What follows belongs to an exercise in optimizing a design on an open flow for small area, a short achievable clock period and few clock cycles; a production flow would make more cautious choices.
No functional check of the RTL was part of any run shown here.

$ cat flow/run.sh
#!/bin/bash
# synth_recipe.tcl (not shown) runs the flow's synth.tcl, then flattens the netlist and writes it again
# the make line also repeats each setting of config.mk as NAME=value (left out here)
make -C /OpenROAD-flow-scripts/flow DESIGN_CONFIG=/design/flow/config.mk WORK_HOME=/design/flow/orfs CLKGATE_MAP_FILE= SYNTH_SCRIPT=/design/flow/synth_recipe.tcl finish
$ cat flow/constraint.sdc
create_clock -name core_clock -period 12.0 [get_ports {CLK}]
set_input_delay 2.4000 -clock core_clock [delete_from_list [all_inputs] [get_ports {CLK}]]
set_output_delay 2.4000 -clock core_clock [all_outputs]
set_load 0.01 [all_outputs]
$ cat flow/config.mk
export PLATFORM = sky130hd
export DESIGN_NAME = rasterizer
export DESIGN_NICKNAME = rasterizer
export VERILOG_FILES = /design/flow/design.v
export SDC_FILE = /design/flow/constraint.sdc
export NUM_CORES = 4
export LEC_CHECK = 0
export CAP_MARGIN = 20
export CORE_MARGIN = 2
export CORE_UTILIZATION = 40
export SLEW_MARGIN = 20
$ cat flow/design.v
module rasterizer(
        input wire CLK,
        input wire RST,
        input wire START,
        output wire READY,
        input wire [15:0] V0X,
        input wire [15:0] V0Y,
        input wire [15:0] C0,
        input wire [15:0] V1X,
        input wire [15:0] V1Y,
        input wire [15:0] C1,
        input wire [15:0] V2X,
        input wire [15:0] V2Y,
        input wire [15:0] C2,
        output reg [15:0] COLOR,
        output reg [9:0] PX,
        output reg [7:0] PY,
        output reg VALID,
        output reg DONE
);
    reg full;
    reg [15:0] v0x, v0y, v1x, v1y, v2x, v2y, c0, c1, c2;
    assign READY = !full;
    localparam S_IDLE = 3'd0, S_BOX = 3'd1, S_MUL = 3'd2, S_WAIT = 3'd3, S_WALK = 3'd4;
    reg [2:0] state;
    reg [2:0] mcnt;         
    function [15:0] max3(input [15:0] a, input [15:0] b, input [15:0] c);
        max3 = (a > b) ? ((a > c) ? a : c) : ((b > c) ? b : c);
    endfunction
    function [15:0] min3(input [15:0] a, input [15:0] b, input [15:0] c);
        min3 = (a < b) ? ((a < c) ? a : c) : ((b < c) ? b : c);
    endfunction
    function [3:0] msb9(input [8:0] v);
        msb9 = v[8] ? 4'd8 : v[7] ? 4'd7 : v[6] ? 4'd6 : v[5] ? 4'd5 :
               v[4] ? 4'd4 : v[3] ? 4'd3 : v[2] ? 4'd2 : v[1] ? 4'd1 : 4'd0;
    endfunction
    wire [15:0] xmax_u = max3(v0x, v1x, v2x);
    wire [15:0] xmin_u = min3(v0x, v1x, v2x);
    wire [15:0] ymax_u = max3(v0y, v1y, v2y);
    wire [15:0] ymin_u = min3(v0y, v1y, v2y);
    wire [9:0] xmax_p = xmax_u[15:6] + xmax_u[5];
    wire [9:0] xmin_p = xmin_u[15:6] + xmin_u[5];
    wire [9:0] ymax_p = ymax_u[15:6] + ymax_u[5];
    wire [9:0] ymin_p = ymin_u[15:6] + ymin_u[5];
    reg [9:0] xmin_i;       
    reg [7:0] ymin_i;       
    reg [8:0] wbox;         
    reg [7:0] hbox;         
    reg [4:0] dsh;          
    reg signed [15:0] A1, A2, A3, B1, B2, B3;
    reg signed [17:0] A1x3, A2x3, A3x3;
    wire [15:0] X0 = {xmin_i, 6'd32};
    wire [15:0] Y0 = {ymin_i[7:0], 6'd32};
    reg signed [15:0] opa, opb;
    reg op_v;               
    reg [2:0] op_n;         
    always @(*) begin
        case (mcnt)
            3'd0: begin opa = X0 - v0x; opb = A1; end
            3'd1: begin opa = Y0 - v0y; opb = B1; end
            3'd2: begin opa = X0 - v1x; opb = A2; end
            3'd3: begin opa = Y0 - v1y; opb = B2; end
            3'd4: begin opa = X0 - v2x; opb = A3; end
            default: begin opa = Y0 - v2y; opb = B3; end
        endcase
    end
    reg signed [15:0] ma, mb;
    reg signed [23:0] plo, phi;
    reg m1_v;
    reg [2:0] m1_n;
    always @(posedge CLK) begin
        plo <= ma * $signed({1'b0, mb[7:0]});
        phi <= ma * $signed(mb[15:8]);
    end
    wire signed [24:0] pterm = (plo >>> 6) + (phi <<< 2);
    reg signed [24:0] e1, e2, e3;         
    reg signed [24:0] r1, r2, r3;         
    reg [8:0] rem;                        
    reg [7:0] rows;                       
    reg seen;                             
    reg [9:0] cx;                         
    reg [7:0] cy;                         
    reg [15:0] k0, k1, k2;                
    wire signed [24:0] e1a = e1 + A1, e1b = e1 + (A1 <<< 1), e1c = e1 + A1x3, e1d = e1 + (A1 <<< 2);
    wire signed [24:0] e2a = e2 + A2, e2b = e2 + (A2 <<< 1), e2c = e2 + A2x3, e2d = e2 + (A2 <<< 2);
    wire signed [24:0] e3a = e3 + A3, e3b = e3 + (A3 <<< 1), e3c = e3 + A3x3, e3d = e3 + (A3 <<< 2);
    wire in0 = (rem > 9'd0) && !e1[24] && !e2[24] && !e3[24];
    wire in1 = (rem > 9'd1) && !e1a[24] && !e2a[24] && !e3a[24];
    wire in2 = (rem > 9'd2) && !e1b[24] && !e2b[24] && !e3b[24];
    wire in3 = (rem > 9'd3) && !e1c[24] && !e2c[24] && !e3c[24];
    wire any_in = in0 | in1 | in2 | in3;
    wire [1:0] kf = in0 ? 2'd0 : in1 ? 2'd1 : in2 ? 2'd2 : 2'd3;
    wire span_end = kf == 2'd0 ? !in1 : kf == 2'd1 ? !in2 : kf == 2'd2 ? !in3 : (rem == 9'd4);
    wire leave_row = seen ? (!in0 || span_end) : (any_in ? span_end : (rem <= 9'd4));
    wire last_row = rows == 8'd1;
    reg pa_v, pa_done;
    reg [9:0] pa_x;
    reg [7:0] pa_y;
    reg [15:0] pa_e1, pa_e2, pa_e3;
    reg pb_v, pb_done;
    reg [9:0] pb_x;
    reg [7:0] pb_y;
    reg [7:0] w0, w1, w2;
    always @(posedge CLK) begin
        if (!full) begin
            v0x <= V0X; v0y <= V0Y; v1x <= V1X; v1y <= V1Y; v2x <= V2X; v2y <= V2Y;
            c0 <= C0; c1 <= C1; c2 <= C2;
        end
        pa_v <= 1'b0;
        pa_done <= 1'b0;
        ma <= opa;
        mb <= opb;
        m1_v <= op_v; m1_n <= op_n;
        op_v <= 1'b0;
        case (state)
            S_IDLE: if (full) state <= S_BOX;
            S_BOX: begin
                xmin_i <= xmin_p;
                ymin_i <= ymin_p[7:0];
                wbox <= xmax_p[8:0] - xmin_p[8:0];
                hbox <= ymax_p[7:0] - ymin_p[7:0];
                A1 <= v0y - v1y; A2 <= v1y - v2y; A3 <= v2y - v0y;
                B1 <= v1x - v0x; B2 <= v2x - v1x; B3 <= v0x - v2x;
                mcnt <= 3'd0;
                state <= S_MUL;
            end
            S_MUL: begin
                if (mcnt == 3'd0) begin
                    k0 <= c0; k1 <= c1; k2 <= c2;
                    dsh <= msb9(wbox + 9'd1) + msb9({1'b0, hbox} + 9'd1);
                    A1x3 <= A1 + (A1 <<< 1); A2x3 <= A2 + (A2 <<< 1); A3x3 <= A3 + (A3 <<< 1);
                    rows <= hbox;
                end
                if (hbox == 8'd0) begin
                    pa_done <= 1'b1;
                    state <= S_IDLE;
                end else begin
                    op_v <= 1'b1;
                    op_n <= mcnt;
                    mcnt <= mcnt + 3'd1;
                    if (mcnt == 3'd5) state <= S_WAIT;
                end
            end
            S_WAIT: if (m1_v && m1_n == 3'd5) begin
                state <= S_WALK;
                rem <= wbox;
                seen <= 1'b0;
                cx <= xmin_i;
                cy <= ymin_i;
            end
            S_WALK: begin
                if (!(seen && !in0) && any_in) begin
                    pa_v <= 1'b1;
                    pa_x <= cx + kf;
                    pa_y <= cy;
                    case (kf)
                        2'd0: begin pa_e1 <= e1[21:6];  pa_e2 <= e2[21:6];  pa_e3 <= e3[21:6];  end
                        2'd1: begin pa_e1 <= e1a[21:6]; pa_e2 <= e2a[21:6]; pa_e3 <= e3a[21:6]; end
                        2'd2: begin pa_e1 <= e1b[21:6]; pa_e2 <= e2b[21:6]; pa_e3 <= e3b[21:6]; end
                        default: begin pa_e1 <= e1c[21:6]; pa_e2 <= e2c[21:6]; pa_e3 <= e3c[21:6]; end
                    endcase
                end
                if (leave_row) begin
                    if (last_row) begin
                        pa_done <= 1'b1;
                        state <= full ? S_BOX : S_IDLE;
                    end
                    rows <= rows - 8'd1;
                    e1 <= r1 + B1; e2 <= r2 + B2; e3 <= r3 + B3;
                    r1 <= r1 + B1; r2 <= r2 + B2; r3 <= r3 + B3;
                    cx <= xmin_i;
                    cy <= cy + 8'd1;
                    rem <= wbox + 9'd1;
                    seen <= 1'b0;
                end else if (any_in) begin
                    seen <= 1'b1;
                    case (kf)
                        2'd0: begin e1 <= e1a; e2 <= e2a; e3 <= e3a; end
                        2'd1: begin e1 <= e1b; e2 <= e2b; e3 <= e3b; end
                        2'd2: begin e1 <= e1c; e2 <= e2c; e3 <= e3c; end
                        default: begin e1 <= e1d; e2 <= e2d; e3 <= e3d; end
                    endcase
                    cx <= cx + kf + 10'd1;
                    rem <= rem - kf - 9'd1;
                end else begin
                    e1 <= e1d; e2 <= e2d; e3 <= e3d;
                    cx <= cx + 10'd4;
                    rem <= rem - 9'd4;
                end
            end
            default: state <= S_IDLE;
        endcase
        if (m1_v) begin
            case (m1_n)
                3'd0: begin e1 <= pterm; r1 <= pterm; end
                3'd1: begin e1 <= e1 + pterm; r1 <= r1 + pterm; end
                3'd2: begin e2 <= pterm; r2 <= pterm; end
                3'd3: begin e2 <= e2 + pterm; r2 <= r2 + pterm; end
                3'd4: begin e3 <= pterm; r3 <= pterm; end
                default: begin e3 <= e3 + pterm; r3 <= r3 + pterm; end
            endcase
        end
        if (state == S_MUL && (mcnt == 3'd5 || hbox == 8'd0)) full <= 1'b0;
        else if (!full && START) full <= 1'b1;
        if (RST) begin
            full <= 1'b0;
            state <= S_IDLE;
            op_v <= 1'b0;
            m1_v <= 1'b0;
            pa_v <= 1'b0;
            pa_done <= 1'b0;
        end
    end
    function [7:0] wsh(input [15:0] a, input [4:0] d);
        reg [21:0] t;
        begin
            t = {a, 6'd0} >> d;
            wsh = t[7:0];
        end
    endfunction
    wire [4:0] R0 = k0[15:11], G0 = k0[10:6], L0 = k0[5:1];
    wire [4:0] R1 = k1[15:11], G1 = k1[10:6], L1 = k1[5:1];
    wire [4:0] R2 = k2[15:11], G2 = k2[10:6], L2 = k2[5:1];
    wire [14:0] racc = R0 * w0 + R1 * w1 + R2 * w2;
    wire [14:0] gacc = G0 * w0 + G1 * w1 + G2 * w2;
    wire [14:0] lacc = L0 * w0 + L1 * w1 + L2 * w2;
    wire [9:0] aacc = (k0[0] ? w0 : 8'd0) + (k1[0] ? w1 : 8'd0) + (k2[0] ? w2 : 8'd0);
    wire [4:0] rout = (racc[14:11] != 4'd0) ? 5'd31 : racc[10:6];
    wire [4:0] gout = (gacc[14:11] != 4'd0) ? 5'd31 : gacc[10:6];
    wire [4:0] lout = (lacc[14:11] != 4'd0) ? 5'd31 : lacc[10:6];
    always @(posedge CLK) begin
        pb_v <= pa_v;
        pb_done <= pa_done;
        pb_x <= pa_x;
        pb_y <= pa_y;
        w0 <= wsh(pa_e1, dsh);
        w1 <= wsh(pa_e2, dsh);
        w2 <= wsh(pa_e3, dsh);
        VALID <= pb_v;
        DONE <= pb_done;
        PX <= pb_x;
        PY <= pb_y;
        COLOR <= {rout, gout, lout, aacc >= 10'd32};
        if (RST) begin
            pb_v <= 1'b0;
            pb_done <= 1'b0;
            VALID <= 1'b0;
            DONE <= 1'b0;
        end
    end
endmodule
==> results.toml, run 1 <==
[drt]
dr.pass1.iters = 6
drt-initial-drc-count = 7257
drc = 0
ant_nets = 0
num_vias = 74947
wire_per_inst_um = 25.1
routed_wl_um = 320000
viasPerCell = 5.89

[clocking]
clock_latency_ns = 0.82
post_cts_buffers = 0
ctsRootBufferMaster = "clkbuf_16"
cts.sinks = 804
cts_buffer_depth = 3
holdBufCountCts = 0
cts_buffers = 97
htreeDepth = 3
cts_tree = "built"
cts_resized = 0
clk_pin_slew_ns = 0.06

[floorplan]
die_h_um = 467
start_util = 0.403
die-area_um2 = 218000
num_io_pins = 184
num_rows = 169
die_x_um = 467
fp.coreArea_um2 = 213000

[worst_setup_path]
worstPathMaxFanout = 55
cp-end-kind = "flop"
startpoint_type = "flop"
cp_data_arrival_time_ns = 7.67
worst_ep_required_time_ns = 12.51
crit_type = "reg -> reg"

[logic_synthesis]
synth_most_common_cell = "inv_1"
ys.warnings.count = 1
synth.distinct_cells = 103
yosys_register_bits = 804
yosys_most_used_dff = "edfxtp_1"
synth_top_area_frac = 0.172
syn_area_um2 = 85700
synth_area_per_cell_um2 = 8.81
synth_commonest_cells = "inv_1, ha_1, nand2_1, a21oi_1, nor2_1"
ys_top_cells_by_area = "edfxtp_1, ha_1, fa_1, dfxtp_1, xnor2_1"
async_flop_share = 0
synth.largest_area_cell = "edfxtp_1"
synth_edf_count = 490
synth_nets = 11312
synth_cells = 9725
seq_area_frac_synth = 0.245

[sta]
worst_pin_slew_ns = 1.29
fmax_mhz = 140
relSlewSlack = 0.137
post-route-min-period_ns = 7.16
fin_crit_sh = 0.597
maxSlewViolCount = 0
hold_violations = 0
fin_setup_tns_ns = 0
fin_skew_ns = 0.103
setup_viol = 0
rsz0062_at_grt = "false"

[global_route]
gr-total-overflow = 0
grt_max_degree = 82
track_usage = 0.287
antenna_found_initial = 14
grt_pass1_wl_um = 471000
grt_pass1_vias = 73284

[layout]
area_growth_pct = 10.1
utilization = 0.444
finalNetCount = 11391
instances_no_fill = 12723
drive_gt1_frac = 0.0479
fin_area_um2 = 94300

[place]
placed_area_um2 = 90900
gp_congestion = 1.01
numPortBuffers = 183
dp_cells = 12526
dp_hpwl_um = 253000

[flow_run]
cap_violations = 0

[outcome]
status = "timing/DRC/antenna clean"

[hold_path]
hold_class = "reg -> reg"
[placed cells by master (no fill, tap or decap), types with 143 or more instances in the layout]
cell type,count
clkdlybuf4s50_1,183
nor2_1,568
xor2_1,228
fa_1,523
dfxtp_1,312
xnor2_1,431
nand3_1,143
nand2_1,883
ha_1,917
inv_1,979
nor3_1,165
a21o_1,208
a21oi_1,687
o21ai_0,534
and2_1,428
edfxtp_1,490
[logic make-up after synthesis]
logic type	after synthesis	synth area share
and+or+nand+nor	2692	0.151
muxes	197	0.0242
AOI/OAI and AO/OA	2617	0.198
DFF	804	0.245
adders and majority gates	1440	0.256
xor gates and xnor gates	662	0.0677
buffers and inverters	1313	0.0581
[through the flow]
stage | setup slack, ns | hold WS, ns
2_1_floorplan | 5.02 | 0.310
3_3_place_gp | 5.08 | 0.313
3_5_place_dp | 4.98 | 0.312
4_1_cts | 4.93 | 0.326
5_1_grt | 4.44 | 0.329
6_report | 4.84 | 0.325
[state kept, by name (all words and copies together) (netlist names), 18 cells and up]
register / count
A1x3: 18
A2x3: 18
A3x3: 18
e1: 25
e2: 25
e3: 25
phi: 23
plo: 18
r1: 25
r2: 25
r3: 25
[final cells by class]
cell class	instances	area [µm²]
flip-flops and latches	804	21000
fillers	20612	118000
well taps	2821	3530
diodes	13	32.5
clock inverters	70	757
clock buffers	114	2620
repair buffers	311	2790
inverters	982	3690
multi-input cells	7608	59900
[routing by layer]
layer / routed length, µm / up-vias / track usage
li1: - / 34628 / -
met1: 131000 / 36347 / 0.363
met2: 144000 / 3193 / 0.461
met3: 22900 / 779 / 0.0456
met4: 21900 / 0 / 0.171
met5: 0 / - / 0
[path summary, 6_finish.rpt]
path	to	slack [ns]	depth (start not counted)	from
hold / removal	PY[0]$_DFF_P_	0.33	0	pb_y[0]$_DFF_P_
setup / recovery	rows[2]$_DFFE_PP_	4.84	16	A1[1]$_DFFE_PP_
setup reg to reg	rows[2]$_DFFE_PP_	4.84	16	A1[1]$_DFFE_PP_
hold reg to reg	PY[0]$_DFF_P_	0.33	0	pb_y[0]$_DFF_P_
[critical path, cell delays in order (launching register included)]
cell       delay [ns]
edfxtp_1         0.54
inv_1            0.23
fa_1             0.50
nor2b_1          0.19
o31a_1           0.25
o22ai_1          0.21
o21ai_0          0.51
nand4_1          0.22
a21bo_2          0.24
nand4_1          0.46
buf_4            0.44
o2111ai_2        0.13
buf_4            0.27
or2_1            0.38
a31oi_4          0.83
buf_4            0.96
or2_2            0.37
==> inputs of run 2 (changes only) <==
--- a/flow/design.v
+++ b/flow/design.v
@@ -26,7 +26,9 @@
     reg [2:0] mcnt;         
-    function [15:0] max3(input [15:0] a, input [15:0] b, input [15:0] c);
-        max3 = (a > b) ? ((a > c) ? a : c) : ((b > c) ? b : c);
-    endfunction
-    function [15:0] min3(input [15:0] a, input [15:0] b, input [15:0] c);
-        min3 = (a < b) ? ((a < c) ? a : c) : ((b < c) ? b : c);
+    function [31:0] maxmin3(input [15:0] a, input [15:0] b, input [15:0] c);
+        reg gab, gac, gbc;
+        begin
+            gab = a > b; gac = a > c; gbc = b > c;
+            maxmin3[31:16] = gab ? (gac ? a : c) : (gbc ? b : c);
+            maxmin3[15:0]  = gab ? (gbc ? c : b) : (gac ? c : a);
+        end
     endfunction
@@ -36,6 +38,5 @@
     endfunction
-    wire [15:0] xmax_u = max3(v0x, v1x, v2x);
-    wire [15:0] xmin_u = min3(v0x, v1x, v2x);
-    wire [15:0] ymax_u = max3(v0y, v1y, v2y);
-    wire [15:0] ymin_u = min3(v0y, v1y, v2y);
+    wire [15:0] xmax_u, xmin_u, ymax_u, ymin_u;
+    assign {xmax_u, xmin_u} = maxmin3(v0x, v1x, v2x);
+    assign {ymax_u, ymin_u} = maxmin3(v0y, v1y, v2y);
     wire [9:0] xmax_p = xmax_u[15:6] + xmax_u[5];
@@ -75,2 +76,4 @@
     wire signed [24:0] pterm = (plo >>> 6) + (phi <<< 2);
+    reg signed [24:0] acc_in;
+    wire signed [24:0] acc_sum = acc_in + pterm;
     reg signed [24:0] e1, e2, e3;         
@@ -95,2 +98,10 @@
     wire last_row = rows == 8'd1;
+    always @(*) begin
+        case (m1_n)
+            3'd1: acc_in = e1;
+            3'd3: acc_in = e2;
+            3'd5: acc_in = e3;
+            default: acc_in = 25'sd0;
+        endcase
+    end
     reg pa_v, pa_done;
@@ -193,9 +204,6 @@
         if (m1_v) begin
-            case (m1_n)
-                3'd0: begin e1 <= pterm; r1 <= pterm; end
-                3'd1: begin e1 <= e1 + pterm; r1 <= r1 + pterm; end
-                3'd2: begin e2 <= pterm; r2 <= pterm; end
-                3'd3: begin e2 <= e2 + pterm; r2 <= r2 + pterm; end
-                3'd4: begin e3 <= pterm; r3 <= pterm; end
-                default: begin e3 <= e3 + pterm; r3 <= r3 + pterm; end
+            case (m1_n[2:1])
+                2'd0: begin e1 <= acc_sum; r1 <= acc_sum; end
+                2'd1: begin e2 <= acc_sum; r2 <= acc_sum; end
+                default: begin e3 <= acc_sum; r3 <= acc_sum; end
             endcase
==> flow/flow/run.sh (new file) <==
#!/bin/bash
# Standard layout, with repair_timing aiming well below the 12 ns clock
# (the SDC is unchanged; only the optimisation target margin is raised).
set -euo pipefail
bash standard.sh SETUP_SLACK_MARGIN=8 finish > standard.log 2>&1
==> flow/standard.sh (new file) <==
#!/bin/bash
# synth_recipe.tcl (not shown) runs the flow's synth.tcl, then flattens the netlist and writes it again
# the make line also repeats each setting of config.mk as NAME=value (left out here)
make -C /OpenROAD-flow-scripts/flow DESIGN_CONFIG=/design/flow/config.mk WORK_HOME=/design/flow/orfs CLKGATE_MAP_FILE= SYNTH_SCRIPT=/design/flow/synth_recipe.tcl "${@:-finish}"
--- a/flow/config.mk
+++ b/flow/config.mk
@@ -7,2 +7,3 @@
 export LEC_CHECK = 0
+export ABC_CLOCK_PERIOD_IN_PS = 4000
 export CAP_MARGIN = 20
removed: flow/run.sh
==> results.toml, run 2 <==
[hold_path]
hold_end = "PX[1]$_DFF_P_"
min_path_cells = 0
hold_class = "reg -> reg"
worstHoldStart = "pb_x[1]$_DFF_P_"

[logic_synthesis]
synth_most_common_cell = "inv_1"
synth_area_per_cell_um2 = 8.98
ys.warnings.count = 1
yosys_register_bits = 804
ys_top_cells_by_area = "edfxtp_1, fa_1, ha_1, dfxtp_1, inv_1"
synth_cells = 8825
synth_top_area_frac = 0.186
yosys_most_used_dff = "edfxtp_1"
async_flop_share = 0
synth.largest_area_cell = "edfxtp_1"
synth_edf_count = 490
synth_nets = 10287
seq_area_frac_synth = 0.265
synth.distinct_cells = 99
synth_commonest_cells = "inv_1, nand2_1, ha_1, a21oi_1, nor2_1"
syn_area_um2 = 79300

[worst_setup_path]
timing.rr.start = "k0[2]$_DFFE_PP_"
crit_top_cell = "fa_1"
r2r_slack_ns = 5.93
worst_ep_required_time_ns = 12.62
slowest_stage = "fa_1"
r2r_end = "COLOR[3]$_SDFF_PP1_"
startpoint_type = "flop"
crit_chain = "buf_4 -> buf_4 -> and2_1 -> fa_1 -> fa_1 -> fa_1 -> fa_1 -> fa_1 -> inv_1 -> fa_1 -> inv_1 -> ha_1 -> a21oi_2 -> nor2b_2 -> o21a_1 -> o21a_1 -> o21a_1 -> o21a_1 -> a2111oi_2 -> a21oi_1 -> a31oi_2 -> o21ai_1"
cp-end-kind = "flop"
r2r_cells = 22
cpLargestDelayFamily = "adder cells"
critPathMaxStageDelay_ns = 0.59
crit_type = "reg -> reg"
worstPathMaxFanout = 7
path_buf_inv = 4
cp_data_arrival_time_ns = 6.69

[drt]
viasPerCell = 5.98
routed_wl_um = 333000
dr.pass1.iters = 8
drt-initial-drc-count = 8423
num_vias = 74108
ant_nets = 0
wire_per_inst_um = 26.9
drc = 0

[place]
gp_congestion = 1.00
dp_hpwl_um = 228000
post-place-ws_ns = 5.34
placed_area_um2 = 85000
numPortBuffers = 183

[layout]
fin_area_um2 = 103000
utilization = 0.523
n_fill_cell = 17596
final_cell_mix = "inv_1, nand2_1, ha_1, buf_4, nor2_1"
area_growth_pct = 30.1
finalNetCount = 11117
final_common_cell = "inv_1"
drive_gt1_frac = 0.222

[clocking]
holdBufCountCts = 0
cts_buffer_depth = 3
cts_buffers = 99
clock_latency_ns = 0.83
htreeDepth = 3
ctsRootBufferMaster = "clkbuf_16"
cts_tree = "built"
clk_pin_slew_ns = 0.06
cts.sinks = 804

[sta]
maxSlewViolCount = 0
fin_skew_ns = 0.0819
fin_setup_tns_ns = 0
setup_slack_ns = 5.93
relSlewSlack = 0.179
fmax_mhz = 165
fin_crit_sh = 0.506
rsz0062_at_grt = "true"
setup_viol = 0
hold_violations = 0
worst_pin_slew_ns = 1.23
post-route-min-period_ns = 6.07

[floorplan]
num_io_pins = 184
die_h_um = 449
die-area_um2 = 202000
start_util = 0.402
num_rows = 163
die_x_um = 449
fp.coreArea_um2 = 197000

[global_route]
track_usage = 0.316
grt_max_degree = 121
gr-total-overflow = 0
grt_pass1_wl_um = 477000
antenna_found_initial = 28
grt_pass1_vias = 73039

[outcome]
status = "timing/DRC/antenna clean"

[flow_run]
cap_violations = 0
run 2: cell types whose count changed in the layout (fill, tap and decap cells not counted), sizes merged, moves of 41 or more:
| cell | delta |
|---|---|
| nand2 | -78 |
| o21ai | -113 |
| xnor2 | -69 |
| inv | -94 |
| ha | -141 |
| xor2 | -55 |
| a21oi | -41 |
| o221ai | -45 |
| buf | +720 |
| a21o | -56 |
run 2: per-stage QoR:
stage,instances,hold WS (ns)
2_1_floorplan,8825,0.310
5_1_grt,12383,0.330
6_report,12390,0.324
3_3_place_gp,11407,0.312
4_1_cts,12163,0.322
3_5_place_dp,11408,0.312
run 2: logic make-up after synthesis:
| kind of cell | Yosys count | share of synthesized area |
|---|---|---|
| muxes | 178 | 0.0238 |
| and+or+nand+nor | 2538 | 0.154 |
| buffers and inverters | 1226 | 0.0587 |
| DFF | 804 | 0.265 |
| xor gates and xnor gates | 540 | 0.0600 |
| adders and majority gates | 1315 | 0.259 |
| AOI/OAI and AO/OA | 2224 | 0.180 |
run 2: layout make-up:
class                           instances  area [µm²]  area share
Clock inverter                         50         666     0.00646
Sequential cell                       804       21200       0.206
Antenna cell                            8        20.0    0.000194
Multi-Input combinational cell       6804       60100       0.583
Timing Repair Buffer                 1044       11300       0.110
Tap cell                             2640        3300      0.0320
Clock buffer                          138        3010      0.0291
Inverter                              902        3430      0.0332
run 2: worst max path at each step:
stage | cells after the start | to | slack (ns) | start
floorplan | 24 | COLOR[1]$_SDFF_PP1_ | 6.17 | k0[1]$_DFFE_PP_
global placement | 25 | COLOR[10]$_SDFF_PP1_ | 5.37 | w2[2]$_DFF_P_
detailed placement | 23 | COLOR[10]$_SDFF_PP1_ | 5.34 | w0[1]$_DFF_P_
CTS | 23 | COLOR[1]$_SDFF_PP1_ | 5.95 | k0[5]$_DFFE_PP_
global route | 21 | COLOR[3]$_SDFF_PP1_ | 5.62 | k0[1]$_DFFE_PP_
finish | 22 | COLOR[3]$_SDFF_PP1_ | 5.93 | k0[2]$_DFFE_PP_
run 2: metal layers:
layer  global-route usage  routed length (µm)
met1                0.379              123000
met2                0.495              146000
met3               0.0693               31000
met4                0.241               32300
met5                    0                  91
run 2: what timing repair did:
item,in CTS,in global routing
gates cloned,55,8
pin swaps,394,357
setup endpoints to repair,441,402
resized for setup,1168,470
buffers inserted,512,209

[afterwards: timing with drivers on the ports]
Ports are ideal in the flow. The routed layouts listed here were re-timed in OpenROAD.
Step 1: set_driving_cell puts a clkbuf_16 on CLK and a buf_2 on each other input, an assumption about the parent block.
Step 2 also shifts input and output timing later by t, the mid clock arrival at the registers, as if the neighbouring blocks saw the same clock.
Three values: ideal ports, drivers, drivers and shift; two values: the first two.
run | shift t [ns] | setup slack, ns | hold slack, ns
run 1 | 0.857 | 4.836 / 4.836 / 4.836 | 0.325 / 0.325 / 0.325
run 2 | 0.874 | 5.933 / 5.933 / 5.933 | 0.324 / 0.324 / 0.324
After both steps setup and hold are still met in every run listed.
